Background: an optimization exercise with open tools, aiming at small area. Do not read the settings as production practice. In this exercise RTL edits were held to simulation tests only and were not proved equivalent to the original. The flow treats the clock pin as an ideal source. Dropping or thinning the clock tree relies on that and would not hold on a real chip. Power and IR drop assume default switching activity.

## old
// spi_screen
module spi_screen(
	input clk,
	input resetn,
	output lcd_resetn,
	output lcd_cs,
	output lcd_rs,
	output lcd_data
);
Settings: LEC_CHECK=0, CAP_MARGIN=20, CORE_MARGIN=2, CORE_UTILIZATION=40, SLEW_MARGIN=20; clock period 10.0 ns.
standard.sh (not shown) runs the stock make flow with config.mk's settings and CLKGATE_MAP_FILE= SYNTH_SCRIPT=/design/flow/synth_recipe.tcl, a recipe that flattens the netlist after the stock synthesis.
==> flow/flow/run.sh <==
#!/bin/bash
# Own layout flow: the standard synthesis, then the combinational logic of
# its netlist is mapped again for area by ABC with a few scripts, keeping the
# smallest result (the flip-flops, their names and cell types stay as the
# standard synthesis made them), then the standard layout from that
# netlist. Each tool writes its full output to a log file here.
set -euo pipefail
R=orfs/results/$FLOW_PLATFORM/spi_screen/base
bash standard.sh synth > log_synth.txt 2>&1
cp $R/1_2_yosys.v std_synth.v
LIB=$FLOW_HOME/platforms/$FLOW_PLATFORM/lib/sky130_fd_sc_hd__tt_025C_1v80.lib
R2="balance; rewrite; refactor; balance; rewrite; rewrite -z; balance; refactor -z; rewrite -z; balance"
D="&get -n; &deepsyn -T 20 -S"
M="dch -f; amap -F 2 -A 5; topo"
scripts=()
for S in 0 3 21 34 7 1; do scripts+=("strash; $R2; $D $S; &put; $M"); done
scripts+=("strash; $R2; $D 0; &put; dch -f; amap; topo")
scripts+=("strash; $R2; $D 0; &put; dch -f; map -a; topo")
for S in $(seq 100 187); do scripts+=("strash; $R2; $D $((S % 101)); &put; $R2; $D $(((S*37+11) % 101)); &put; $M"); done
N=${#scripts[@]}
reopt() {
  i=$1
  echo "${scripts[$i]}" > $PWD/area_$i.abc
  yosys -l log_reopt_$i.txt -p "
read_liberty -ignore_miss_func $LIB
read_verilog std_synth.v
hierarchy -top $FLOW_TOP
blackbox sky130_fd_sc_hd__*df* sky130_fd_sc_hd__conb_1
flatten
opt_clean
abc -liberty $LIB -dont_use *lpflow* -dont_use *probe* -dont_use sky130_fd_sc_hd__fa_* -dont_use sky130_fd_sc_hd__ha_* -D 10000 -script $PWD/area_$i.abc
opt_clean -purge
hilomap -singleton -hicell sky130_fd_sc_hd__conb_1 HI -locell sky130_fd_sc_hd__conb_1 LO
splitnets
opt_clean -purge
stat -liberty $LIB
write_verilog -noattr -noexpr -nohex -nodec reopt_$i.v
" > /dev/null 2>&1 || true
}
for k in $(seq 0 4 $((N-1))); do
  for i in $k $((k+1)) $((k+2)) $((k+3)); do [ $i -lt $N ] && reopt $i & done; wait
done
best=""; bestA=1e18
for i in $(seq 0 $((N-1))); do
  a=$(grep "Chip area" log_reopt_$i.txt 2>/dev/null | awk '{print $NF}' || true)
  [ -n "$a" ] && [ -f reopt_$i.v ] || continue
  if python3 -c "import sys; sys.exit(0 if $a < $bestA else 1)"; then best=$i; bestA=$a; fi
done
echo "reopt areas:" > log_choice.txt; grep -H "Chip area" log_reopt_*.txt >> log_choice.txt || true
echo "chosen: $best ($bestA)" >> log_choice.txt
if [ -n "$best" ]; then cp reopt_$best.v $R/1_2_yosys.v; rm -f $R/1_synth.odb $R/1_synth.sdc; fi
bash standard.sh "BUFFER_PORTS_ARGS=-buffer_cell sky130_fd_sc_hd__buf_1" "PRE_CTS_TCL=$PWD/flow/pre_cts.tcl" finish > log_finish.txt 2>&1
Other scripts of this flow, unchanged in this note and not shown: flow/flow/pre_cts.tcl
Relative to old, the following input files were edited for new:
diff --git a/flow/flow/run.sh b/flow/flow/run.sh
--- a/flow/flow/run.sh
+++ b/flow/flow/run.sh
@@ -17,5 +17,5 @@
 scripts+=("strash; $R2; $D 0; &put; dch -f; amap; topo")
 scripts+=("strash; $R2; $D 0; &put; dch -f; map -a; topo")
-for S in $(seq 100 187); do scripts+=("strash; $R2; $D $((S % 101)); &put; $R2; $D $(((S*37+11) % 101)); &put; $M"); done
+for S in $(seq 40 79); do scripts+=("strash; $R2; $D $S; &put; $R2; $D $((S+20)); &put; $M"); done
 N=${#scripts[@]}
 reopt() {
The estimated power of new ends up lower than the estimate for old.
HPWL reported at the end of detailed placement improves in new relative to old.
new vs. old: final setup slack of the worst path went up by 340 ps.
In every run of this note, the design's own scripts or RTL, not TritonCTS, make the clock network.

what the ideal ports hide:
The flow's constraints put no driver on any port. The routed layouts listed below were extracted and timed again, unchanged, in two steps. Step 1, drivers: a clkbuf_16 drives clk and a buf_2 each remaining input, both assumed. Step 2 moves the port delays by t, midway between the first and last clock arrival at a register: inputs arrive t later, outputs are due t later. That takes back most of the time a late clock gives input paths. Slacks: ideal ports / drivers / drivers and shift; pairs: ideal ports / drivers.
| run | shift t [ns] | slack for setup (ns) | clock arrival spread, ns | cell pins on the clock port's net |
|---|---|---|---|---|
| old | 0.174 | 3.810 / 3.784 / 3.958 | 0.004 / 0.005 | 1 |
| new | 0.176 | 4.152 / 4.122 / 4.298 | 0.004 / 0.004 | 1 |
After both steps setup and hold are still met in every run listed.
